This is an optimization exercise on Yosys and OpenROAD, whose aim is small area, a short achievable clock period and few clock cycles, not a production implementation. Only simulation tests tie the RTL to the original design; equivalence was not proved. Power and IR drop assume default switching activity.

File: design/flow/design.v
module ram(
input wire clock,
input wire reset,
input wire we,             
input wire [5:0] wa,       
input wire [31:0] wd,      
input wire ext_we,         
input wire [5:0] ra,       
input wire [63:0] rsel,    
output wire [31:0] rd,     
output wire rvalid,        
output wire wvalid,        
output wire wnext          
);
reg [31:0] mem [0:63];
reg [6:0] hw;
always @(posedge clock) begin
    if (we) mem[wa] <= wd;
end
always @(posedge clock) begin
    if (reset) hw <= 7'd0;
    else if (ext_we & wnext) hw <= hw + 7'd1;
end
wire [63:0] wl = rsel;
reg [31:0] rdo;
integer i;
always @(*) begin
    rdo = 32'b0;
    for (i = 0; i < 64; i = i + 1)
        rdo = rdo | ({32{wl[i]}} & mem[i]);
end
assign rd = rdo;
assign rvalid = {1'b0, ra} < hw;
assign wvalid = {1'b0, wa} < hw;
assign wnext = {1'b0, wa} == hw;
endmodule
module alu(
input [31:0] aluA,
input [31:0] aluB,
input [15:0] valC,
input op_irm,
input op_add,
input op_sub,
input op_and,
input op_xor,
input en,                    
output [31:0] valE
);
wire [31:0] sum = aluA + (aluB ^ {32{op_sub}}) + {31'b0, op_sub};
assign valE = ({32{en & op_irm}} & {16'b0, valC}) |
              ({32{en & (op_add | op_sub)}} & sum) |
              ({32{en & op_and}} & (aluA & aluB)) |
              ({32{en & op_xor}} & (aluA ^ aluB));
endmodule
module regfile(
    input wire clock,
    input wire clr,
    input wire [5:0] we,        
    input wire [31:0] wd,
    input wire [5:0] selA,      
    input wire [5:0] selB,
    output wire [31:0] valA,
    output wire [31:0] valB,
    output reg [31:0] r0,
    output reg [31:0] r1,
    output reg [31:0] r2,
    output reg [31:0] r3,
    output reg [31:0] r4,
    output reg [31:0] r5
);
always @(posedge clock) begin
    if (clr) begin
        r0 <= 0; r1 <= 0; r2 <= 0; r3 <= 0; r4 <= 0; r5 <= 0;
    end
    else begin
        if (we[0]) r0 <= wd;
        if (we[1]) r1 <= wd;
        if (we[2]) r2 <= wd;
        if (we[3]) r3 <= wd;
        if (we[4]) r4 <= wd;
        if (we[5]) r5 <= wd;
    end
end
assign valA = ({32{selA[0]}} & r0) | ({32{selA[1]}} & r1) | ({32{selA[2]}} & r2) |
              ({32{selA[3]}} & r3) | ({32{selA[4]}} & r4) | ({32{selA[5]}} & r5);
assign valB = ({32{selB[0]}} & r0) | ({32{selB[1]}} & r1) | ({32{selB[2]}} & r2) |
              ({32{selB[3]}} & r3) | ({32{selB[4]}} & r4) | ({32{selB[5]}} & r5);
endmodule
module lsu #(parameter K = 4) (
input clock,
input clr,                  
input st_req,               
input [5:0] st_a,
input [31:0] st_d,
output st_stall,            
input drain_en,             
output drain_v,
output [5:0] drain_a,
output [31:0] drain_d,
input [5:0] ld_a,           
output ld_hit,
output [31:0] ld_d
);
reg [K-1:0] v;
reg [5:0] a [0:K-1];
reg [31:0] d [0:K-1];
assign st_stall = st_req & v[K-1];
wire st_go = st_req & ~v[K-1];
wire [K-1:0] drn1 = v & ~{1'b0, v[K-1:1]};
wire [K-1:0] drained = {K{drain_en}} & drn1;
wire [K-1:0] v_dr = v & ~drained;
integer i;
always @(posedge clock) begin
    if (clr) v <= {K{1'b0}};
    else if (st_go) v <= {v_dr[K-2:0], 1'b1};
    else v <= v_dr;
    if (st_go) begin
        a[0] <= st_a;
        d[0] <= st_d;
        for (i = 1; i < K; i = i + 1) begin
            a[i] <= a[i-1];
            d[i] <= d[i-1];
        end
    end
end
wire [K-1:0] ld_m;
genvar j;
generate for (j = 0; j < K; j = j + 1) begin : g
    assign ld_m[j] = v[j] & (a[j] == ld_a);
end endgenerate
reg [5:0] da;
reg [31:0] dd, ldd;
reg found;
integer k;
always @(*) begin
    da = 6'b0; dd = 32'b0;
    for (k = 0; k < K; k = k + 1) begin
        da = da | ({6{drn1[k]}} & a[k]);
        dd = dd | ({32{drn1[k]}} & d[k]);
    end
    ldd = 32'b0; found = 1'b0;
    for (k = 0; k < K; k = k + 1) begin
        if (ld_m[k] & ~found) begin
            ldd = d[k];
            found = 1'b1;
        end
    end
end
assign drain_v = |v;
assign drain_a = da;
assign drain_d = dd;
assign ld_hit = |ld_m;
assign ld_d = ldd;
endmodule
module processor(
    input wire clock,
    input wire reset,           
    input wire[8:0] addr,       
    input wire wEn,             
    input wire[31:0] wDat,      
    input wire working,
    output [31:0] r0,
    output [31:0] r1,
    output [31:0] r2,
    output [31:0] r3,
    output [31:0] r4,
    output [31:0] r5,
    output reg halted
);
    localparam SPEC = 1;        
    wire run_en = SPEC ? 1'b1 : working;
    reg [5:0] pc;
    reg wr_v, wr_ext;
    reg [5:0] wr_a;
    reg [31:0] wr_d;
    reg ir_v;
    reg op_irm, op_add, op_sub, op_and, op_xor, op_lw, op_sw, op_halt;
    reg [5:0] ra_oh, rb_oh;
    reg [15:0] valC;
    reg m_act;
    reg [5:0] lw_addr;
    reg [5:0] lw_dst;
    wire drain_v;
    wire [5:0] drain_a;
    wire [31:0] drain_d;
    wire [5:0] mem_ra = m_act ? lw_addr : pc;
    reg [63:0] rsel;            
    wire [31:0] rd;
    wire rvalid, wvalid, wnext;
    ram inst_ram(
        .clock(clock), .reset(reset),
        .we(wr_v), .wa(wr_a), .wd(wr_d), .ext_we(wr_v & wr_ext),
        .ra(mem_ra), .rsel(rsel), .rd(rd), .rvalid(rvalid), .wvalid(wvalid), .wnext(wnext)
    );
    wire restart = wr_v & wr_ext & wvalid;
    reg reset_r, working_r;
    always @(posedge clock) begin
        reset_r <= reset;
        working_r <= working & ~reset;
    end
    wire clr = reset_r | restart;
    wire wr_hit_ld = wr_v & (wr_a == lw_addr);
    wire wr_hit_pc = wr_v & (wr_a == pc);
    always @(posedge clock) begin
        if (reset) wr_v <= 1'b0;
        else if (~working) wr_v <= wEn;
        else wr_v <= drain_v & ~restart;
        wr_ext <= ~working;
        wr_a <= working ? drain_a : addr[5:0];
        wr_d <= working ? drain_d : wDat;
    end
    wire [31:0] valA, valB;
    wire [5:0] rf_we;
    wire [31:0] rf_wd;
    regfile inst_regfile(
        .clock(clock), .clr(clr), .we(rf_we), .wd(rf_wd),
        .selA(ra_oh), .selB(rb_oh), .valA(valA), .valB(valB),
        .r0(r0), .r1(r1), .r2(r2), .r3(r3), .r4(r4), .r5(r5)
    );
    wire [31:0] valE;
    alu inst_alu(
        .aluA(valA), .aluB(valB), .valC(valC),
        .op_irm(op_irm), .op_add(op_add), .op_sub(op_sub), .op_and(op_and),
        .op_xor(op_xor), .en(~m_act), .valE(valE)
    );
    wire [5:0] ea = valB[5:0] + valC[5:0];      
    wire e_act = ir_v & ~m_act & run_en;
    wire st_stall;
    wire e_go = e_act & ~op_halt & ~st_stall;
    wire e_wb = op_irm | op_add | op_sub | op_and | op_xor;
    wire [5:0] e_dst = op_irm ? rb_oh : ra_oh;
    wire ld_hit;
    wire [31:0] ld_d;
    lsu #(.K(4)) inst_lsu(
        .clock(clock), .clr(clr),
        .st_req(e_act & op_sw), .st_a(ea), .st_d(valA), .st_stall(st_stall),
        .drain_en(working & ~restart), .drain_v(drain_v), .drain_a(drain_a), .drain_d(drain_d),
        .ld_a(lw_addr), .ld_hit(ld_hit), .ld_d(ld_d)
    );
    wire wr_ok = wr_hit_ld & (~wr_ext | wnext | working_r);
    wire m_go = m_act & (ld_hit | wr_ok | (rvalid & ~wr_hit_ld) | working_r);
    assign rf_we = m_act ? ({6{m_go}} & lw_dst) : ({6{e_go & e_wb}} & e_dst);
    assign rf_wd = ({32{m_act}} & (ld_hit ? ld_d : wr_hit_ld ? wr_d : rd)) | valE;
    wire f_halt;
    wire f_go = ~m_act & run_en & (~ir_v | e_go) & (rvalid | working_r) & ~wr_hit_pc;
    always @(posedge clock) begin
        if (clr) begin
            pc <= 6'd0;
            ir_v <= 1'b0;
            m_act <= 1'b0;
        end
        else begin
            if (f_go) begin
                pc <= pc + 6'd1;
                ir_v <= 1'b1;
            end
            else if (e_go)
                ir_v <= 1'b0;
            if (e_go & op_lw)
                m_act <= 1'b1;
            else if (m_go)
                m_act <= 1'b0;
        end
    end
    assign f_halt = f_go & (rd == 32'h0) & (~ir_v | ~op_lw);
    wire [63:0] dec_pc = 64'b1 << pc;
    wire [63:0] dec_ea = 64'b1 << ea;
    always @(posedge clock) begin
        if (f_go) begin
            op_irm  <= (rd[31:24] == 8'h10);
            op_add  <= (rd[31:24] == 8'h20);
            op_sub  <= (rd[31:24] == 8'h21);
            op_and  <= (rd[31:24] == 8'h32);
            op_xor  <= (rd[31:24] == 8'h33);
            op_lw   <= (rd[31:24] == 8'h40);
            op_sw   <= (rd[31:24] == 8'h41);
            op_halt <= (rd == 32'h0);
            ra_oh   <= 6'b1 << rd[23:20];
            rb_oh   <= 6'b1 << rd[19:16];
            valC    <= rd[15:0];
        end
        if (clr) rsel <= 64'b1;
        else if (e_go & op_lw) rsel <= dec_ea;
        else if (m_act & ~m_go) rsel <= rsel;
        else if (f_go) rsel <= {dec_pc[62:0], dec_pc[63]};
        else rsel <= dec_pc;
        if (e_go & op_lw) begin
            lw_addr <= ea;
            lw_dst <= ra_oh;
        end
    end
    always @(posedge clock) begin
        if (reset) halted <= 1'b0;
        else if (working & ~restart & ~reset_r & ((e_act & op_halt) | f_halt)) halted <= 1'b1;
    end
endmodule
File: design/flow/flow/run.sh
#!/bin/bash
# Own flow: the standard layout (standard.sh, ORFS unchanged, standard synthesis),
# with a larger setup-slack target for ORFS's timing repair and clock tree
# synthesis without dummy loads. Each run's full output goes to a log file here.
set -euo pipefail
bash standard.sh \
  SETUP_SLACK_MARGIN=6.5 \
  "CTS_ARGS=-sink_clustering_enable -repair_clock_nets -sink_clustering_size 30 -sink_clustering_max_diameter 80 -dont_use_dummy_load" \
  finish > flow_finish.log 2>&1
File: design/flow/standard.sh
#!/bin/bash
# synth_recipe.tcl (not shown) runs the flow's synth.tcl, then flattens the netlist and writes it again
# the make line also repeats each setting of config.mk as NAME=value (left out here)
make -C /OpenROAD-flow-scripts/flow DESIGN_CONFIG=/design/flow/config.mk WORK_HOME=/design/flow/orfs CLKGATE_MAP_FILE= SYNTH_SCRIPT=/design/flow/synth_recipe.tcl "${@:-finish}"
File: design/flow/config.mk
export PLATFORM = sky130hd
export DESIGN_NAME = processor
export DESIGN_NICKNAME = processor
export VERILOG_FILES = /design/flow/design.v
export SDC_FILE = /design/flow/constraint.sdc
export NUM_CORES = 4
export LEC_CHECK = 0
export ABC_CLOCK_PERIOD_IN_PS = 3000
export CAP_MARGIN = 20
export CORE_MARGIN = 2
export CORE_UTILIZATION = 40
export CTS_CLUSTER_DIAMETER = 80
export CTS_CLUSTER_SIZE = 30
export SLEW_MARGIN = 20
File: design/flow/constraint.sdc
create_clock -name core_clock -period 10.0 [get_ports {clock}]
set_input_delay 2.0000 -clock core_clock [delete_from_list [all_inputs] [get_ports {clock}]]
set_output_delay 2.0000 -clock core_clock [all_outputs]
set_load 0.01 [all_outputs]
==> results.yml, run 1 <==
floorplan:
  dieArea_mm2: 0.251
  initial_utilization_pct: 40.2
  std_cell_rows: 182
  core_area_mm2: 0.246
  die-height_um: 501
  die_w_um: 501
  ios: 238
synth:
  yosys.area.top_type_share_pct: 68.2
  synth_most_common_cell: "edfxtp_1"
  ys_ff_latch: 2566
  synth-edff-count: 2248
  netlist_top_cells_count: "edfxtp_1, a221oi_1, a22o_1"
  ys.flop_type: "edfxtp_1"
  yosys-top-cells-area: "edfxtp_1, dfxtp_1, a221oi_1, a22o_1, a22oi_1"
  netlist_instances: 6326
  syn-cell-area_mm2: 0.0990
  yosys_warnings: 6
  synth_cell_types: 82
  yosys.area.top_type: "edfxtp_1"
  synth_nets: 6458
  yosysSeqAreaShare_pct: 74.6
  syn_avg_cell_area_um2: 15.6
  async_flop_share_pct: 0
timing:
  hold_viol_final: 0
  setup_slack_ns: 5.83
  worst_pin_slew_ns: 1.50
  period_minus_slack_ns: 4.17
  slew_viol_final: 8
  relSlewSlack_pct: -0.873
  setup_tns_ns: 0
  fmaxAchievable_mhz: 240
  clock_skew_ns: 0.135
  rsz0062_at_grt: "yes"
  setup-violations-final: 0
  finalCritPeriodShare_pct: 41.7
global_routing:
  grt_pass1_vias: 63700
  grt_use_total_pct: 32.5
  grt_max_degree: 118
  antenna_found_initial: 15
  grt_pass1_wl_um: 560000
  grt_overflow_total: 0
clocking:
  cts.sinks: 2566
  cts_tree: "done"
  clk_latency_ns: 0.85
  clk_pin_slew_worst_paths_ns: 0.09
  cts-buffers-inserted: 116
  clockRootBuffer: "clkbuf_16"
  cts_buffer_depth: 3
  htree_levels: 3
worst_hold_path:
  hold_start: "inst_lsu.d[1][5]"
  hold_path_depth: 0
  min_delay_worst_endpoint: "inst_lsu.d[2][5]"
  holdCritPathClass: "register to register"
finish:
  regArea_mm2: 0.0743
  drive_gt1_share_pct: 19.4
  nets: 6838
  area_growth_pct: 16.0
  multi_input_area_mm2: 0.0260
  num-fill-cells: 20900
placed_design:
  port-buffer-count: 234
  place.gp.congestion: 0.899
  dp_hpwl_um: 226000
  place_ws_ns: 5.24
critical_path:
  regToRegSetupSlack_ns: 5.83
  ff2ff_path_depth: 17
  criticalPathCategory: "register to register"
  critPathMaxFanout: 7
  end_kind: "register"
  reg2reg_to: "inst_regfile.r5[31]"
  r2r-start: "rb_oh[5]"
  critPathArrivalTime_ns: 4.77
  required_ns: 10.60
  startpoint_type: "register"
detailed_routing:
  dr.first_iter.drc_count: 13900
  ant_nets: 0
  drt-met1-wl_um: 145000
  maxUsedRoutingLayer: "met5"
  via_per_inst: 7.20
  drc: 0
  postRouteWirelength_um: 426000
  dr.pass1.iters: 7
  wire_per_inst_um: 42.9
  route.met2.wl_um: 183000
  vias: 71500
  routed-wl-met3_um: 67300
power:
  power.density_mw_per_mm2: 261
  p_leak_nw: 36.8
  p_total_mw: 30.0
  ir_worst_vdd_v: 0.000206
run:
  maxCapViolCount: 1
run_status:
  violatedChecks: "max-capacitance violations, max-slew violations"
  status: "complete, but fails checks"
## metrics by stage
step	instances	utilization, %	area (um2)	hold slack (ns)
after detailed placement	9577	43.2	106000	0.459
after floorplan	6326	-	99100	0.424
after global placement	9575	43.2	106000	0.451
after CTS	9821	45.7	112000	0.449
final	9936	46.7	115000	0.447
after global routing	9924	46.7	115000	0.467
## layer usage
layer / GRT usage (%) / up-vias
li1: - / 26800
met1: 42.9 / 36400
met2: 48.8 / 6785
met3: 9.19 / 1485
met4: 17.2 / 14
met5: 0 / -
## final cells by class
type,count,area share [%]
timing repair buffer,689,6.45
multi-input combinational,3289,22.6
inverter,44,0.157
sequential,2566,64.7
clock buffer,116,2.53
tap,3220,3.51
antenna,12,0.0261
## critical path: stages (launching register included)
cell       delay [ns]
edfxtp_1         0.40
buf_6            0.16
buf_12           0.15
a22oi_1          0.18
nand3_2          0.19
xor2_2           0.20
ha_1             0.33
and2_4           0.16
o41a_1           0.20
o2111ai_2        0.17
o211a_4          0.20
or4_4            0.47
a2111oi_4        0.43
buf_4            0.19
nor2_4           0.05
a211oi_4         0.23
buf_6            0.16
o211ai_1         0.08
## what timing repair did
action | 4_1_cts | 5_1_grt
cloned | 11 | 7
buffers inserted | 117 | 96
hold buffers | 0 | 0
pin swaps | 123 | 116
endpoints found under the setup margin | 618 | 444
resized for setup | 893 | 365
## report_power, final
group	total [mW]	leakage, nW	switching (mW)	internal, mW
Clock	5.32	1.43	3.25	2.07
Combinational	11.4	12.3	7.31	4.07
Sequential	13.3	23.1	0.724	12.5
## cell usage in the layout, fill, tap and decap left out, types with 25 or more instances in the layout
cell and instances:
a211oi_1 68, a21oi_1 155, a21oi_2 25, a221oi_1 463
a221oi_2 59, a221oi_4 27, a22o_1 501, a22oi_1 313
a31oi_1 46, buf_12 72, buf_4 272, buf_6 62
clkbuf_16 123, clkdlybuf4s15_1 34, clkdlybuf4s15_2 41, clkdlybuf4s50_1 40
dfxtp_1 107, dfxtp_2 148, dfxtp_4 63, dlygate4sd2_1 92
edfxtp_1 2248, ha_1 73, inv_1 36, nand2_1 136
nand3_1 76, nand3_2 28, nand4_1 141, nor2_1 297
nor2_4 69, nor3_1 63, o21ai_0 158, o22ai_1 27
o311ai_0 25, or4_4 29, xnor2_1 44, xor2_1 54
## cells by family (layout without fill, tap and decap cells)
family,Yosys count,after routing,share of synthesized area (%)
buffers and inverters,474,849,1.93
XOR/XNOR,102,102,0.903
multiplexers,33,33,0.345
AND/OR/NAND/NOR,1001,1002,4.90
adder cells (fa/ha/maj),87,87,1.11
AO/OA/AOI/OAI,2063,2065,16.2
other,0,12,0
flip-flops,2566,2566,74.6
## flip-flops by register name, summed over array words and instances (netlist names), 6 cells and up
name and count:
inst_lsu.d 128, rsel 64, inst_regfile.r0 32, inst_regfile.r1 32
wr_d 32, inst_ram.hw 7, lw_dst 6, valC 16
rb_oh 6, ra_oh 6, wr_a 6, inst_regfile.r2 32
lw_addr 6, inst_regfile.r4 32, inst_regfile.r3 32, pc 6
inst_ram.mem 2048, inst_lsu.a 24, inst_regfile.r5 32
## how the worst max path moves through the flow
stage                         from                  end
after global routing      rb_oh[5]  inst_regfile.r3[29]
after CTS                 rb_oh[5]  inst_regfile.r4[29]
after detailed placement     m_act              rsel[0]
final                     rb_oh[5]  inst_regfile.r5[31]
after floorplan           rb_oh[0]  inst_regfile.r0[31]
after global placement       m_act              rsel[0]
Testbench counts, summed over its fixed seeds: cycles 11,458.
==> inputs of run 2 (changes only) <==
--- a/design/flow/design.v
+++ b/design/flow/design.v
@@ -55,5 +55,4 @@
 module regfile(
     input wire clock,
-    input wire clr,
     input wire [5:0] we,        
     input wire [31:0] wd,
@@ -70,15 +69,10 @@
 );
 always @(posedge clock) begin
-    if (clr) begin
-        r0 <= 0; r1 <= 0; r2 <= 0; r3 <= 0; r4 <= 0; r5 <= 0;
-    end
-    else begin
-        if (we[0]) r0 <= wd;
-        if (we[1]) r1 <= wd;
-        if (we[2]) r2 <= wd;
-        if (we[3]) r3 <= wd;
-        if (we[4]) r4 <= wd;
-        if (we[5]) r5 <= wd;
-    end
+    if (we[0]) r0 <= wd;
+    if (we[1]) r1 <= wd;
+    if (we[2]) r2 <= wd;
+    if (we[3]) r3 <= wd;
+    if (we[4]) r4 <= wd;
+    if (we[5]) r5 <= wd;
 end
 assign valA = ({32{selA[0]}} & r0) | ({32{selA[1]}} & r1) | ({32{selA[2]}} & r2) |
@@ -214,5 +208,5 @@
     wire [31:0] rf_wd;
     regfile inst_regfile(
-        .clock(clock), .clr(clr), .we(rf_we), .wd(rf_wd),
+        .clock(clock), .we(rf_we), .wd(rf_wd),
         .selA(ra_oh), .selB(rb_oh), .valA(valA), .valB(valB),
         .r0(r0), .r1(r1), .r2(r2), .r3(r3), .r4(r4), .r5(r5)
@@ -222,5 +216,5 @@
         .aluA(valA), .aluB(valB), .valC(valC),
         .op_irm(op_irm), .op_add(op_add), .op_sub(op_sub), .op_and(op_and),
-        .op_xor(op_xor), .en(~m_act), .valE(valE)
+        .op_xor(op_xor), .en(~m_act & ~clr), .valE(valE)
     );
     wire [5:0] ea = valB[5:0] + valC[5:0];      
@@ -240,6 +234,6 @@
     wire wr_ok = wr_hit_ld & (~wr_ext | wnext | working_r);
     wire m_go = m_act & (ld_hit | wr_ok | (rvalid & ~wr_hit_ld) | working_r);
-    assign rf_we = m_act ? ({6{m_go}} & lw_dst) : ({6{e_go & e_wb}} & e_dst);
-    assign rf_wd = ({32{m_act}} & (ld_hit ? ld_d : wr_hit_ld ? wr_d : rd)) | valE;
+    assign rf_we = {6{clr}} | (m_act ? ({6{m_go}} & lw_dst) : ({6{e_go & e_wb}} & e_dst));
+    assign rf_wd = ({32{m_act & ~clr}} & (ld_hit ? ld_d : wr_hit_ld ? wr_d : rd)) | valE;
     wire f_halt;
     wire f_go = ~m_act & run_en & (~ir_v | e_go) & (rvalid | working_r) & ~wr_hit_pc;
--- a/design/flow/config.mk
+++ b/design/flow/config.mk
@@ -6,5 +6,5 @@
 export NUM_CORES = 4
 export LEC_CHECK = 0
-export ABC_CLOCK_PERIOD_IN_PS = 3000
+export ABC_CLOCK_PERIOD_IN_PS = 3500
 export CAP_MARGIN = 20
 export CORE_MARGIN = 2
==> run 2 against run 1 <==
The run now finishes clean. Register-to-register slack better by 0.22 ns. Via count is 2.9% lower. Cell area is 1.3% higher. Clock power hardly changed. Fmax is 5.6% higher. Combinational power is 25% higher. Worst hold slack worse by 0.012 ns. Synthesized area is 0.31% lower.
==> results.yml, run 2 <==
timing:
  hold_viol_final: 0
  rsz0062_at_grt: "yes"
  period_minus_slack_ns: 3.95
  clock_skew_ns: 0.150
  setup_tns_ns: 0
  finalCritPeriodShare_pct: 39.5
  relSlewSlack_pct: 14.3
  worst_pin_slew_ns: 1.29
  slew_viol_final: 0
  setup_slack_ns: 6.05
  hold_ws_ns: 0.435
  fmaxAchievable_mhz: 253
  setup-violations-final: 0
synth:
  yosys.area.top_type_share_pct: 74.3
  synth_most_common_cell: "edfxtp_1"
  synth_cell_types: 75
  yosys.area.top_type: "edfxtp_1"
  async_flop_share_pct: 0
  synth_nets: 5915
  netlist_instances: 5783
  netlist_top_cells_count: "edfxtp_1, a221oi_1, a22o_1"
  syn-cell-area_mm2: 0.0987
  syn_avg_cell_area_um2: 17.1
  ys.flop_type: "edfxtp_1"
  synth-edff-count: 2440
  yosys_warnings: 6
  yosysSeqAreaShare_pct: 76.8
  yosys-top-cells-area: "edfxtp_1, a221oi_1, a22o_1, dfxtp_1, a22oi_1"
  ys_ff_latch: 2566
global_routing:
  grt_use_total_pct: 33.0
  grt_overflow_total: 0
  grt_max_degree: 77
  antenna_found_initial: 35
  grt_pass1_wl_um: 560000
  grt_pass1_vias: 62100
finish:
  num-fill-cells: 20500
  largest-register: "inst_ram.mem"
  nets: 6611
  drive_gt1_share_pct: 22.9
  area_growth_pct: 17.9
  largest_register_ff_count: 2048
  layout_common_cells: "edfxtp_1, a22o_1, buf_4"
  layout_commonest_cell: "edfxtp_1"
  fin_cells: 9714
  stdcell_area_mm2: 0.116
  largestRegisters: "inst_ram.mem: 2048 flops, inst_lsu.d: 128 flops, rsel: 64 flops"
  fin_util_pct: 47.3
floorplan:
  dieArea_mm2: 0.251
  std_cell_rows: 182
  ios: 238
  die-height_um: 501
  die_w_um: 501
  core_area_mm2: 0.246
  initial_utilization_pct: 40.2
critical_path:
  critPathMaxFanout: 34
  criticalPathCategory: "register to register"
  end_kind: "register"
  startpoint_type: "register"
  critPathArrivalTime_ns: 4.49
  required_ns: 10.54
clocking:
  clockRootBuffer: "clkbuf_16"
  cts.sinks: 2566
  cts_hold_buf: 0
  clk_latency_ns: 0.87
  cts-buffers-inserted: 117
  clk_pin_slew_worst_paths_ns: 0.11
  cts_tree: "done"
  cts_buffer_depth: 3
  htree_levels: 3
worst_hold_path:
  holdCritPathClass: "register to register"
run:
  maxCapViolCount: 0
power:
  power.density_mw_per_mm2: 291
  p_leak_nw: 37.6
  ir_worst_vdd_v: 0.000259
  p_total_mw: 33.8
placed_design:
  place_ws_ns: 5.36
  post-place-cells: 9086
  place.gp.congestion: 0.913
  dpl_cell_area_mm2: 0.106
  dp_hpwl_um: 221000
  port-buffer-count: 234
detailed_routing:
  ant_nets: 0
  vias: 69400
  postRouteWirelength_um: 429000
  via_per_inst: 7.15
  wire_per_inst_um: 44.1
  dr.pass1.iters: 6
  drc: 0
  dr.first_iter.drc_count: 14500
run_status:
  status: "timing/DRC/antenna clean"
==> run 2: cell count changes in the layout (fill, tap and decap cells not counted), sizes merged, moves of 33 or more <==
| cell | previous run | this run |
|---|---|---|
| dfxtp | 318 | 126 |
| edfxtp | 2248 | 2440 |
| a221oi | 549 | 582 |
| nand2 | 144 | 87 |
| nor2 | 379 | 290 |
| dlygate4sd2 | 92 | 10 |
| a211oi | 90 | 9 |
| buf | 455 | 817 |
| nor3 | 94 | 26 |
| a21oi | 183 | 59 |
==> run 2: what timing repair did <==
action,in CTS,in global routing
buffers inserted,387,80
endpoints found under the hold margin,0,0
pin swaps,85,74
cloned,23,3
resized for setup,1215,229
setup endpoints to repair,886,586
==> run 2: path summary, 6_finish.rpt <==
kind	endpoint	start	cells past startpoint	slack, ns
worst max register to register	inst_regfile.r2[24]	ra_oh[2]	13	6.05
worst min register to register	inst_lsu.d[3][14]	inst_lsu.d[2][14]	0	0.44
worst min-delay path	inst_lsu.d[3][14]	inst_lsu.d[2][14]	0	0.44
worst max-delay path	inst_regfile.r2[24]	ra_oh[2]	13	6.05
==> run 2: worst max-delay path, cell delays in order (launching register included) <==
cell       delay [ns]
edfxtp_1         0.40
buf_6            0.24
a22oi_1          0.29
nand3_2          0.28
fa_2             0.44
a21o_1           0.21
a221oi_4         0.29
o2111ai_2        0.22
and4b_2          0.33
or3_1            0.38
a21oi_2          0.17
xor2_1           0.16
o211ai_1         0.09
buf_4            0.17
==> run 2: layout make-up <==
class,instances,area [um2],area share (%)
flip-flops and latches,2566,76100,65.4
multi-input cells,2800,23000,19.8
repair buffers,955,10100,8.66
well taps,3220,4030,3.46
clock buffers,117,2930,2.52
inverters,39,153,0.131
diodes,17,42.5,0.0366
==> run 2: cells by family (layout without fill, tap and decap cells) <==
group | after synthesis | in the layout | share of synthesized area, %
AOI/OAI and AO/OA | 1819 | 1819 | 14.8
muxes | 30 | 30 | 0.307
buffers and inverters | 417 | 1111 | 2.07
DFF | 2566 | 2566 | 76.8
and+or+nand+nor | 759 | 759 | 3.95
adders and majority gates | 87 | 87 | 1.12
other | 0 | 17 | 0
xor gates and xnor gates | 105 | 105 | 0.932
==> run 2: power by group <==
group	internal [mW]	leakage (nW)	switching, mW
logic	5.64	12.7	8.60
clock network	2.08	1.44	3.24
registers	13.5	23.4	0.794
==> run 2: metal layers <==
layer | share of wire (%) | global-route usage [%]
met5 | 0.10 | 0
met2 | 42 | 48.3
met4 | 8.3 | 20.7
met3 | 16 | 10.8
met1 | 33 | 42.4
Testbench counts of run 2, summed over its fixed seeds: cycles 11,458.
==> inputs of run 3 (changes only) <==
==> design/flow/flow/run.sh (replaced) <==
#!/bin/bash
# Own flow: the standard layout (standard.sh, ORFS unchanged, standard synthesis),
# with a larger setup-slack target for ORFS's timing repair and clock tree
# synthesis without dummy loads, and buf_2 as the port buffers. Each run's full output goes to a log file here.
set -euo pipefail
bash standard.sh \
  SETUP_SLACK_MARGIN=6.5 \
  "BUFFER_PORTS_ARGS=-buffer_cell sky130_fd_sc_hd__buf_2" \
  "CTS_ARGS=-sink_clustering_enable -repair_clock_nets -sink_clustering_size 30 -sink_clustering_max_diameter 80 -dont_use_dummy_load" \
  finish > flow_finish.log 2>&1
--- a/design/flow/config.mk
+++ b/design/flow/config.mk
@@ -7,8 +7,8 @@
 export LEC_CHECK = 0
 export ABC_CLOCK_PERIOD_IN_PS = 3500
-export CAP_MARGIN = 20
+export CAP_MARGIN = 30
 export CORE_MARGIN = 2
 export CORE_UTILIZATION = 40
 export CTS_CLUSTER_DIAMETER = 80
 export CTS_CLUSTER_SIZE = 30
-export SLEW_MARGIN = 20
+export SLEW_MARGIN = 30
==> run 3 against run 2 <==
Die area unchanged. Flip-flop and latch count did not move. Highest routed layer unchanged. Clock-buffer cell count shrank 1. Sequential power about the same. Global-route usage shrank 0.34 points. Critical endpoint is now inst_regfile.r0[24]. Combinational power shrank 6%. Final cell count is 2.0% lower. Total power down 2.4%. Critical path type unchanged. Synthesized cell count unchanged. Critical path depth increased by 1.
==> results.yml, run 3 <==
clocking:
  htree_levels: 3
  cts_buffer_depth: 3
  clk_pin_slew_worst_paths_ns: 0.09
  cts.sinks: 2566
  cts-buffers-inserted: 116
  clockRootBuffer: "clkbuf_16"
  cts_hold_buf: 0
  clk_latency_ns: 0.87
  cts_tree: "done"
run_status:
  status: "timing/DRC/antenna clean"
power:
  power.density_mw_per_mm2: 290
  p_leak_nw: 36.3
  ir_worst_vdd_v: 0.000273
synth:
  async_flop_share_pct: 0
  synth-edff-count: 2440
  netlist_instances: 5783
  synth_cell_types: 75
  yosys.area.top_type: "edfxtp_1"
  yosys-top-cells-area: "edfxtp_1, a221oi_1, a22o_1, dfxtp_1, a22oi_1"
  syn_avg_cell_area_um2: 17.1
  synth_nets: 5915
  yosysSeqAreaShare_pct: 76.8
  yosys.area.top_type_share_pct: 74.3
  synth_most_common_cell: "edfxtp_1"
  ys.flop_type: "edfxtp_1"
  syn-cell-area_mm2: 0.0987
  ys_ff_latch: 2566
  yosys_warnings: 6
  netlist_top_cells_count: "edfxtp_1, a221oi_1, a22o_1"
timing:
  relSlewSlack_pct: 20.8
  worst_pin_slew_ns: 1.19
  hold_viol_final: 0
  setup_tns_ns: 0
  setup_slack_ns: 6.00
  slew_viol_final: 0
  period_minus_slack_ns: 4.00
  rsz0062_at_grt: "yes"
  finalCritPeriodShare_pct: 40.0
  clock_skew_ns: 0.151
  hold_ws_ns: 0.455
  fmaxAchievable_mhz: 250
  setup-violations-final: 0
detailed_routing:
  postRouteWirelength_um: 427000
  vias: 68700
  wire_per_inst_um: 44.8
  dr.pass1.iters: 8
  ant_nets: 0
  via_per_inst: 7.21
  dr.first_iter.drc_count: 14300
  drc: 0
finish:
  layout_commonest_cell: "edfxtp_1"
  area_growth_pct: 15.3
  largest_register_ff_count: 2048
  nets: 6399
  layout_common_cells: "edfxtp_1, a22o_1, a221oi_1"
  stdcell_area_mm2: 0.114
  largest-register: "inst_ram.mem"
  drive_gt1_share_pct: 21.2
  largestRegisters: "inst_ram.mem: 2048 flops, inst_lsu.d: 128 flops, rsel: 64 flops"
  num-fill-cells: 20600
  fin_cells: 9521
critical_path:
  startpoint_type: "register"
  path_common_cell: "xor2_1"
  crit_buf_inv: 2
  cp_top_family: "compound AO/OA/AOI/OAI gates"
  slowest_stage: "edfxtp_1"
  cp_cell_sequence: "buf_12 -> a22oi_1 -> nand3_2 -> xor2_1 -> ha_1 -> a21o_1 -> a221oi_4 -> o2111ai_2 -> and4b_2 -> or3_1 -> a21oi_2 -> xor2_1 -> o211ai_1 -> buf_4"
  critPathArrivalTime_ns: 4.51
  slowest_delay_ns: 0.45
  critPathMaxFanout: 33
  end_kind: "register"
  required_ns: 10.51
  criticalPathCategory: "register to register"
placed_design:
  port-buffer-count: 234
  place_ws_ns: 5.51
  place.gp.congestion: 0.879
  dpl_cell_area_mm2: 0.105
  dp_hpwl_um: 226000
  post-place-cells: 9091
global_routing:
  antenna_found_initial: 41
  grt_pass1_wl_um: 554000
  grt_use_total_pct: 32.7
  grt_overflow_total: 0
  grt_max_degree: 81
  grt_pass1_vias: 60800
floorplan:
  ios: 238
  die_w_um: 501
  die-height_um: 501
  core_area_mm2: 0.246
  dieArea_mm2: 0.251
  initial_utilization_pct: 40.2
  std_cell_rows: 182
run:
  maxCapViolCount: 0
worst_hold_path:
  holdCritPathClass: "register to register"
-- run 3: logic make-up (layout without fill, tap and decap cells) --
kind of cell,after synthesis,count (layout),synth area share (%)
XOR/XNOR,105,105,0.932
multiplexers,30,30,0.307
buffers and inverters,417,898,2.07
AO/OA/AOI/OAI,1819,1819,14.8
other,0,36,0
AND/OR/NAND/NOR,759,760,3.95
adder cells (fa/ha/maj),87,87,1.12
flip-flops,2566,2566,76.8
-- run 3: through the flow --
stage / power, mW / utilization (%)
final: 33.0 / 46.3
after global routing: 33.9 / 46.3
after CTS: 31.3 / 45.6
after detailed placement: 24.7 / 42.7
after global placement: 24.6 / 42.5
after floorplan: 20.4 / -
-- run 3: path summary, 6_finish.rpt --
check	startpoint	to	slack [ns]	depth (start not counted)
setup / recovery	rb_oh[5]	inst_regfile.r0[24]	6.00	14
hold reg to reg	inst_lsu.d[1][7]	inst_lsu.d[2][7]	0.45	0
hold / removal	inst_lsu.d[1][7]	inst_lsu.d[2][7]	0.45	0
setup reg to reg	rb_oh[5]	inst_regfile.r0[24]	6.00	14
-- run 3: what timing repair did --
| action | in CTS | in global routing |
|---|---|---|
| setup buffers | 182 | 71 |
| cloned | 20 | 5 |
| pin swaps | 78 | 73 |
| setup endpoints to repair | 852 | 520 |
| resized for setup | 453 | 192 |
-- run 3: area by class of cell --
type                       count  area, um2  area share [%]
sequential                  2566      76100            66.9
timing repair buffer         743       7670            6.74
tap                         3220       4030            3.54
antenna                       36       90.1          0.0792
clock buffer                 116       2900            2.55
multi-input combinational   2801      22900            20.1
inverter                      39        150           0.132
-- run 3: power by group --
group / switching, mW / leakage [nW] / internal [mW]
clock network: 3.22 / 1.43 / 2.06
logic: 8.31 / 11.5 / 5.02
registers: 0.903 / 23.4 / 13.5
-- run 3: per-layer routing --
layer | track usage (%) | share of wire (%) | vias to the layer above
li1 | - | - | 25200
met1 | 41.8 | 33 | 34700
met2 | 47.6 | 42 | 7047
met3 | 11.4 | 16 | 1652
met4 | 20.1 | 8.1 | 22
met5 | 0.521 | 0.031 | -
==> inputs of run 4 (changes only) <==
--- a/design/flow/design.v
+++ b/design/flow/design.v
@@ -168,5 +168,8 @@
     reg [5:0] wr_a;
     reg [31:0] wr_d;
+    reg fb_v;
+    reg [31:0] fb;
     reg ir_v;
+    reg [31:0] opA, opB;
     reg op_irm, op_add, op_sub, op_and, op_xor, op_lw, op_sw, op_halt;
     reg [5:0] ra_oh, rb_oh;
@@ -207,16 +210,18 @@
     wire [5:0] rf_we;
     wire [31:0] rf_wd;
+    wire [5:0] fa_oh = 6'b1 << fb[23:20];
+    wire [5:0] fb_oh = 6'b1 << fb[19:16];
     regfile inst_regfile(
         .clock(clock), .we(rf_we), .wd(rf_wd),
-        .selA(ra_oh), .selB(rb_oh), .valA(valA), .valB(valB),
+        .selA(fa_oh), .selB(fb_oh), .valA(valA), .valB(valB),
         .r0(r0), .r1(r1), .r2(r2), .r3(r3), .r4(r4), .r5(r5)
     );
     wire [31:0] valE;
     alu inst_alu(
-        .aluA(valA), .aluB(valB), .valC(valC),
+        .aluA(opA), .aluB(opB), .valC(valC),
         .op_irm(op_irm), .op_add(op_add), .op_sub(op_sub), .op_and(op_and),
         .op_xor(op_xor), .en(~m_act & ~clr), .valE(valE)
     );
-    wire [5:0] ea = valB[5:0] + valC[5:0];      
+    wire [5:0] ea = opB[5:0] + valC[5:0];      
     wire e_act = ir_v & ~m_act & run_en;
     wire st_stall;
@@ -228,5 +233,5 @@
     lsu #(.K(4)) inst_lsu(
         .clock(clock), .clr(clr),
-        .st_req(e_act & op_sw), .st_a(ea), .st_d(valA), .st_stall(st_stall),
+        .st_req(e_act & op_sw), .st_a(ea), .st_d(opA), .st_stall(st_stall),
         .drain_en(working & ~restart), .drain_v(drain_v), .drain_a(drain_a), .drain_d(drain_d),
         .ld_a(lw_addr), .ld_hit(ld_hit), .ld_d(ld_d)
@@ -235,10 +240,13 @@
     wire m_go = m_act & (ld_hit | wr_ok | (rvalid & ~wr_hit_ld) | working_r);
     assign rf_we = {6{clr}} | (m_act ? ({6{m_go}} & lw_dst) : ({6{e_go & e_wb}} & e_dst));
-    assign rf_wd = ({32{m_act & ~clr}} & (ld_hit ? ld_d : wr_hit_ld ? wr_d : rd)) | valE;
-    wire f_halt;
-    wire f_go = ~m_act & run_en & (~ir_v | e_go) & (rvalid | working_r) & ~wr_hit_pc;
+    wire [31:0] ld_val = ld_hit ? ld_d : wr_hit_ld ? wr_d : rd;
+    assign rf_wd = ({32{m_act & ~clr}} & ld_val) | valE;
+    wire ir_load = fb_v & ~m_act & run_en & (~ir_v | e_go);
+    wire f_halt = ir_load & (fb == 32'h0) & (~ir_v | ~op_lw);
+    wire f_go = ~m_act & run_en & (~fb_v | ir_load) & (rvalid | working_r) & ~wr_hit_pc;
     always @(posedge clock) begin
         if (clr) begin
             pc <= 6'd0;
+            fb_v <= 1'b0;
             ir_v <= 1'b0;
             m_act <= 1'b0;
@@ -247,6 +255,10 @@
             if (f_go) begin
                 pc <= pc + 6'd1;
+                fb_v <= 1'b1;
+            end
+            else if (ir_load)
+                fb_v <= 1'b0;
+            if (ir_load)
                 ir_v <= 1'b1;
-            end
             else if (e_go)
                 ir_v <= 1'b0;
@@ -257,20 +269,26 @@
         end
     end
-    assign f_halt = f_go & (rd == 32'h0) & (~ir_v | ~op_lw);
     wire [63:0] dec_pc = 64'b1 << pc;
     wire [63:0] dec_ea = 64'b1 << ea;
     always @(posedge clock) begin
-        if (f_go) begin
-            op_irm  <= (rd[31:24] == 8'h10);
-            op_add  <= (rd[31:24] == 8'h20);
-            op_sub  <= (rd[31:24] == 8'h21);
-            op_and  <= (rd[31:24] == 8'h32);
-            op_xor  <= (rd[31:24] == 8'h33);
-            op_lw   <= (rd[31:24] == 8'h40);
-            op_sw   <= (rd[31:24] == 8'h41);
-            op_halt <= (rd == 32'h0);
-            ra_oh   <= 6'b1 << rd[23:20];
-            rb_oh   <= 6'b1 << rd[19:16];
-            valC    <= rd[15:0];
+        if (f_go) fb <= rd;
+        if (ir_load) begin
+            op_irm  <= (fb[31:24] == 8'h10);
+            op_add  <= (fb[31:24] == 8'h20);
+            op_sub  <= (fb[31:24] == 8'h21);
+            op_and  <= (fb[31:24] == 8'h32);
+            op_xor  <= (fb[31:24] == 8'h33);
+            op_lw   <= (fb[31:24] == 8'h40);
+            op_sw   <= (fb[31:24] == 8'h41);
+            op_halt <= (fb == 32'h0);
+            ra_oh   <= fa_oh;
+            rb_oh   <= fb_oh;
+            valC    <= fb[15:0];
+            opA <= (e_go & e_wb & |(e_dst & fa_oh)) ? valE : valA;
+            opB <= (e_go & e_wb & |(e_dst & fb_oh)) ? valE : valB;
+        end
+        else if (m_go) begin
+            if (|(lw_dst & ra_oh)) opA <= ld_val;
+            if (|(lw_dst & rb_oh)) opB <= ld_val;
         end
         if (clr) rsel <= 64'b1;
--- a/design/flow/flow/run.sh
+++ b/design/flow/flow/run.sh
@@ -5,5 +5,5 @@
 set -euo pipefail
 bash standard.sh \
-  SETUP_SLACK_MARGIN=6.5 \
+  SETUP_SLACK_MARGIN=6.6 \
   "BUFFER_PORTS_ARGS=-buffer_cell sky130_fd_sc_hd__buf_2" \
   "CTS_ARGS=-sink_clustering_enable -repair_clock_nets -sink_clustering_size 30 -sink_clustering_max_diameter 80 -dont_use_dummy_load" \
==> run 4 against run 3 <==
Non-clock buffer count up 163. Flip-flop and latch count is 97 higher. Still clean. Register-to-register slack gained 0.35 ns. Largest cell class unchanged. Final cell count up 7.5%. Clock power increased by 2%. Synthesized cell count rose by 7.3%.
==> results.yml, run 4 <==
detailed_routing:
  postRouteWirelength_um: 445000
  vias: 72700
  dr.first_iter.drc_count: 14700
  dr.pass1.iters: 7
  wire_per_inst_um: 43.5
  via_per_inst: 7.10
  ant_nets: 0
  drc: 0
clocking:
  cts_hold_buf: 0
  cts_buffer_depth: 3
  htree_levels: 3
  cts.sinks: 2663
  clk_latency_ns: 0.86
  cts_tree: "done"
  clk_pin_slew_worst_paths_ns: 0.11
  clockRootBuffer: "clkbuf_16"
  cts-buffers-inserted: 117
finish:
  largest_register_ff_count: 2048
  drive_gt1_share_pct: 22.4
  area_growth_pct: 16.0
  nets: 6968
  layout_commonest_cell: "edfxtp_1"
  largest-register: "inst_ram.mem"
  layout_common_cells: "edfxtp_1, a22o_1, a221oi_1"
  largestRegisters: "inst_ram.mem: 2048 flops, inst_lsu.d: 128 flops, rsel: 64 flops"
synth:
  netlist_top_cells_count: "edfxtp_1, a22o_1, a221oi_1"
  yosys-top-cells-area: "edfxtp_1, a22o_1, a221oi_1, dfxtp_1, a22oi_1"
  ys.flop_type: "edfxtp_1"
  synth-edff-count: 2536
  async_flop_share_pct: 0
  yosysSeqAreaShare_pct: 76.3
  synth_nets: 6339
  yosys_warnings: 6
  ys_ff_latch: 2663
  syn-cell-area_mm2: 0.103
  netlist_instances: 6207
  yosys.area.top_type: "edfxtp_1"
  synth_most_common_cell: "edfxtp_1"
  syn_avg_cell_area_um2: 16.6
  yosys.area.top_type_share_pct: 73.8
  synth_cell_types: 95
floorplan:
  initial_utilization_pct: 40.2
  ios: 238
  std_cell_rows: 186
  dieArea_mm2: 0.262
  die-height_um: 512
  core_area_mm2: 0.257
  die_w_um: 512
critical_path:
  reg2reg_to: "opB[31]"
  required_ns: 10.56
  ff2ff_path_depth: 14
  critPathArrivalTime_ns: 4.20
  r2r-start: "op_sub"
  regToRegSetupSlack_ns: 6.35
  end_kind: "register"
  critPathMaxFanout: 16
  startpoint_type: "register"
  criticalPathCategory: "register to register"
timing:
  rsz0062_at_grt: "yes"
  relSlewSlack_pct: 18.3
  fmaxAchievable_mhz: 274
  hold_viol_final: 0
  finalCritPeriodShare_pct: 36.5
  worst_pin_slew_ns: 1.23
  clock_skew_ns: 0.108
  setup-violations-final: 0
  setup_tns_ns: 0
  period_minus_slack_ns: 3.65
  hold_ws_ns: 0.448
  setup_slack_ns: 6.35
  slew_viol_final: 0
worst_hold_path:
  hold_path_depth: 0
  min_delay_worst_endpoint: "inst_lsu.d[2][2]"
  hold_start: "inst_lsu.d[1][2]"
  holdCritPathClass: "register to register"
power:
  power.density_mw_per_mm2: 261
  p_leak_nw: 38.2
  ir_worst_vdd_v: 0.000190
global_routing:
  antenna_found_initial: 38
  grt_pass1_vias: 65200
  grt_max_degree: 79
  grt_pass1_wl_um: 576000
  grt_overflow_total: 0
  grt_use_total_pct: 32.2
placed_design:
  dp_hpwl_um: 236000
  place_ws_ns: 5.17
  port-buffer-count: 234
  place.gp.congestion: 0.914
run_status:
  status: "timing/DRC/antenna clean"
run:
  maxCapViolCount: 0
==> run 4: cell types whose count changed in the layout (fill, tap and decap cells not counted), moves of 43 or more <==
| cell | change |
|---|---|
| a21oi_1 | +64 |
| a221oi_2 | -53 |
| buf_4 | +156 |
| buf_6 | +43 |
| edfxtp_1 | +96 |
| nand2_1 | +118 |
| nand4_1 | +50 |
| o21ai_0 | -91 |
| o21ai_1 | +67 |
==> run 4: metrics by stage <==
stage          total power, mW  instances  instance area, um2  util, %
5_1_grt                   31.9      10200              120000     46.6
2_1_floorplan             19.2       6207              103000        -
4_1_cts                   29.7      10000              117000     45.4
3_3_place_gp              22.8       9643              109000     42.6
6_report                  31.2      10200              120000     46.6
3_5_place_dp              23.0       9651              110000     42.7
==> run 4: cell type report <==
type | count | area (um2)
inverters | 41 | 165
clock buffers | 117 | 2930
fillers | 21700 | 137000
repair buffers | 906 | 8500
diodes | 18 | 45.0
flip-flops and latches | 2663 | 79000
well taps | 3384 | 4230
multi-input cells | 3107 | 24900
==> run 4: worst max path at each step <==
stage                     startpoint             endpoint  slack (ns)  cells past startpoint
after CTS                     op_sub              opA[27]        6.42                     13
after global routing          op_sub              opB[17]        6.18                     14
after floorplan               op_sub  inst_regfile.r0[23]        6.59                     13
after global placement    lw_addr[5]  inst_regfile.r0[12]        5.16                      9
after detailed placement  lw_addr[5]             rsel[56]        5.17                     11
final                         op_sub              opB[31]        6.35                     14
==> run 4: layer usage <==
layer	GRT usage, %	up-vias	part of all wire [%]
met5	0	-	0.062
met4	18.1	32	7.9
met3	9.42	1589	16
met2	47.8	7145	42
met1	42.3	36800	33
li1	-	27100	-
==> run 4: cells by family (layout without fill, tap and decap cells) <==
logic type / count (synthesis) / in the layout / synth area share, %
and+or+nand+nor: 899 / 903 / 4.33
other: 0 / 18 / 0
xor gates and xnor gates: 105 / 105 / 0.892
AOI/OAI and AO/OA: 1956 / 1965 / 15.0
DFF: 2663 / 2663 / 76.3
muxes: 47 / 47 / 0.484
buffers and inverters: 450 / 1064 / 1.93
adders and majority gates: 87 / 87 / 1.07
==> run 4: critical path: stages, from the launching register on <==
cell,delay (ns)
edfxtp_1,0.38
buf_6,0.18
bufbuf_16,0.32
xor2_1,0.17
ha_2,0.45
nand2_1,0.12
o21a_1,0.23
o21ai_0,0.26
a221o_1,0.35
o31ai_4,0.11
buf_6,0.14
o21ai_2,0.12
xnor2_1,0.14
o21ai_2,0.09
a221o_1,0.33
==> run 4: repair_timing <==
action	4_1_cts	5_1_grt
pin swaps	81	102
hold endpoints to repair	0	0
setup buffers	247	164
cloned	23	16
gates resized for setup	405	289
setup endpoints to repair	1052	999
==> run 4: where the power goes <==
| part | switching [mW] | internal (mW) |
|---|---|---|
| Combinational | 6.57 | 4.22 |
| Clock | 3.33 | 2.08 |
| Sequential | 1.11 | 13.9 |
Testbench counts of run 4, summed over its fixed seeds: cycles 11,458.
==> inputs of run 5 (changes only) <==
--- a/design/flow/design.v
+++ b/design/flow/design.v
@@ -47,5 +47,5 @@
 output [31:0] valE
 );
-wire [31:0] sum = aluA + (aluB ^ {32{op_sub}}) + {31'b0, op_sub};
+wire [31:0] sum = aluA + aluB + {31'b0, op_sub};
 assign valE = ({32{en & op_irm}} & {16'b0, valC}) |
               ({32{en & (op_add | op_sub)}} & sum) |
@@ -286,9 +286,9 @@
             valC    <= fb[15:0];
             opA <= (e_go & e_wb & |(e_dst & fa_oh)) ? valE : valA;
-            opB <= (e_go & e_wb & |(e_dst & fb_oh)) ? valE : valB;
+            opB <= ((e_go & e_wb & |(e_dst & fb_oh)) ? valE : valB) ^ {32{fb[31:24] == 8'h21}};
         end
         else if (m_go) begin
             if (|(lw_dst & ra_oh)) opA <= ld_val;
-            if (|(lw_dst & rb_oh)) opB <= ld_val;
+            if (|(lw_dst & rb_oh)) opB <= ld_val ^ {32{op_sub}};
         end
         if (clr) rsel <= 64'b1;
==> run 5 against run 4 <==
Die area about the same. Worst hold slack barely moved. Total power shrank 2.8%. Sequential power is essentially flat. Cell area up 0.65%. Final cell count increased by 0.20%. First-iteration DRC count down 3.5%. Clock power about the same. Global-route usage increased by 0.89 points. Highest routed layer unchanged.
==> results.yml, run 5 <==
run_status:
  status: "timing/DRC/antenna clean"
critical_path:
  startpoint_type: "register"
  cp_top_family: "flip-flops"
  critPathMaxFanout: 2
  cp_cell_sequence: "buf_2"
  critPathArrivalTime_ns: 1.59
  crit_buf_inv: 1
  slowest_stage: "edfxtp_1"
  end_kind: "output pin"
  slowest_delay_ns: 0.57
  criticalPathCategory: "register to output pin"
  required_ns: 8.00
synth:
  ys_ff_latch: 2663
  yosys.area.top_type_share_pct: 73.9
  yosys-top-cells-area: "edfxtp_1, a221oi_1, a22o_1, dfxtp_1, a22oi_1"
  async_flop_share_pct: 0
  yosysSeqAreaShare_pct: 76.4
  netlist_top_cells_count: "edfxtp_1, a221oi_1, a22o_1"
  yosys_warnings: 6
  synth_cell_types: 87
  synth_most_common_cell: "edfxtp_1"
  yosys.area.top_type: "edfxtp_1"
  syn-cell-area_mm2: 0.103
  synth_nets: 6292
  netlist_instances: 6189
  synth-edff-count: 2536
  ys.flop_type: "edfxtp_1"
  syn_avg_cell_area_um2: 16.7
floorplan:
  ios: 238
  die-height_um: 512
  core_area_mm2: 0.256
  std_cell_rows: 186
  die_w_um: 512
  initial_utilization_pct: 40.2
  dieArea_mm2: 0.262
timing:
  period_minus_slack_ns: 3.59
  slew_viol_final: 0
  setup-violations-final: 0
  rsz0062_at_grt: "yes"
  clock_skew_ns: 0.179
  setup_slack_ns: 6.41
  hold_ws_ns: 0.448
  hold_viol_final: 0
  setup_tns_ns: 0
  worst_pin_slew_ns: 1.16
  relSlewSlack_pct: 22.4
  fmaxAchievable_mhz: 279
  finalCritPeriodShare_pct: 35.9
clocking:
  cts-buffers-inserted: 116
  cts_buffer_depth: 3
  clockRootBuffer: "clkbuf_16"
  htree_levels: 3
  clk_latency_ns: 0.87
  cts_tree: "done"
  cts_hold_buf: 0
  cts.sinks: 2663
  clk_pin_slew_worst_paths_ns: 0.12
detailed_routing:
  via_per_inst: 7.18
  ant_nets: 0
  wire_per_inst_um: 44.5
  dr.first_iter.drc_count: 14200
  vias: 73600
  drc: 0
  postRouteWirelength_um: 457000
  dr.pass1.iters: 6
finish:
  largestRegisters: "inst_ram.mem: 2048 flops, inst_lsu.d: 128 flops, rsel: 64 flops"
  nets: 6954
  drive_gt1_share_pct: 22.4
  largest-register: "inst_ram.mem"
  regArea_mm2: 0.0790
  layout_common_cells: "edfxtp_1, a22o_1, buf_4"
  num-fill-cells: 21600
  area_growth_pct: 16.9
  multi_input_area_mm2: 0.0250
  largest_register_ff_count: 2048
  layout_commonest_cell: "edfxtp_1"
global_routing:
  grt_overflow_total: 0
  grt_pass1_wl_um: 589000
  grt_use_total_pct: 33.1
  grt_max_degree: 73
  grt_pass1_vias: 65100
  antenna_found_initial: 34
power:
  power_frac_clock_pct: 17.8
  pwr-share-seq_pct: 49.3
  p_comb_share_pct: 32.9
  ir_worst_vdd_v: 0.000174
  p_total_mw: 30.3
  power.density_mw_per_mm2: 252
  p_switching_mw: 10.7
  p_leak_nw: 38.6
  swShare_pct: 35.4
  p_int_mw: 19.6
worst_hold_path:
  holdCritPathClass: "register to register"
run:
  maxCapViolCount: 0
placed_design:
  port-buffer-count: 234
  place_ws_ns: 5.44
  dp_hpwl_um: 252000
  place.gp.congestion: 0.935
## run 5: worst paths after layout
path	from	to	slack (ns)	cells after the start
worst max-delay path	inst_regfile.r4[19]	r4[19]	6.41	1
worst min-delay path	inst_lsu.d[0][18]	inst_lsu.d[1][18]	0.45	0
worst max register to register	wr_v	inst_ram.mem[48][19]	6.43	4
worst min register to register	inst_lsu.d[0][18]	inst_lsu.d[1][18]	0.45	0
## run 5: cell type report
class	count	share of cell area [%]
inverters	45	0.145
clock buffers	116	2.41
multi-input cells	3097	20.7
diodes	23	0.0478
well taps	3384	3.51
flip-flops and latches	2663	65.6
repair buffers	928	7.58
## run 5: cell families after synthesis
kind of cell | after synthesis | synth area share, %
DFF | 2663 | 76.4
AOI/OAI and AO/OA | 2020 | 15.4
and+or+nand+nor | 860 | 4.39
buffers and inverters | 440 | 1.77
xor gates and xnor gates | 95 | 0.807
adders and majority gates | 58 | 0.726
muxes | 53 | 0.531
## run 5: per-layer routing
metal	part of all wire, %	vias to the layer above	routed length [um]	GRT usage, %
met5	0.032	-	146	0
met4	7.8	22	35700	18.9
met3	16	1690	72600	10.3
met2	43	7300	195000	49.5
met1	33	37400	153000	42.6
li1	-	27200	-	-
## run 5: power by group through the flow
stage / Sequential, mW / Combinational, mW / Clock, mW
2_1_floorplan: 14.9 / 3.97 / 0
3_3_place_gp: 15.2 / 7.47 / 0
3_5_place_dp: 15.3 / 7.51 / 0
4_1_cts: 14.9 / 8.87 / 5.36
5_1_grt: 15.0 / 10.2 / 5.71
6_report: 14.9 / 9.97 / 5.41
## run 5: stage by stage
stage | utilization, % | std cells | instance area [um2]
2_1_floorplan | - | 6189 | 103000
3_3_place_gp | 42.7 | 9645 | 110000
3_5_place_dp | 42.9 | 9659 | 110000
4_1_cts | 45.7 | 10000 | 117000
5_1_grt | 47.0 | 10200 | 120000
6_report | 47.0 | 10300 | 120000
## run 5: timing repair
action / CTS / global route
setup endpoints to repair: 1138 / 799
setup buffers: 252 / 175
pin swaps: 72 / 103
gates resized for setup: 437 / 272
cloned: 14 / 16
hold endpoints to repair: 0 / 0
Testbench counts of run 5, summed over its fixed seeds: cycles 11,458.

what the ideal ports hide:
The results above use ideal ports. As a check the final layouts listed here were re-extracted and re-timed, cells and wires unchanged.
Step 1 (the two cells are an assumption about what drives the block):
set clk [get_ports {clock}]
set_driving_cell -lib_cell sky130_fd_sc_hd__clkbuf_16 $clk
set_driving_cell -lib_cell sky130_fd_sc_hd__buf_2 [delete_from_list [all_inputs] $clk]
Step 2 adds t to the input delays and takes it off the output delays; t is the mean of the earliest and latest rising clock arrival at the registers after step 1. Input paths then give back, and output paths get back, about the clock's delay inside the block.
a / b / c = ideal ports / drivers / drivers and shift; a / b = the first two.
run	t, ns	setup slack, ns	slew at the worst register clock pin (ns)
run 1	0.882	5.826 / 5.826 / 5.826	0.12 / 0.12
run 2	0.885	6.049 / 6.049 / 6.049	0.12 / 0.12
run 3	0.887	6.002 / 6.002 / 6.002	0.12 / 0.12
run 4	0.909	6.353 / 6.353 / 6.004	0.12 / 0.12
run 5	0.887	6.413 / 6.311 / 6.215	0.12 / 0.12
For run 4, which loses most, drivers alone change the setup slack by 0.000 ns; drivers and shift together by -0.349 ns.
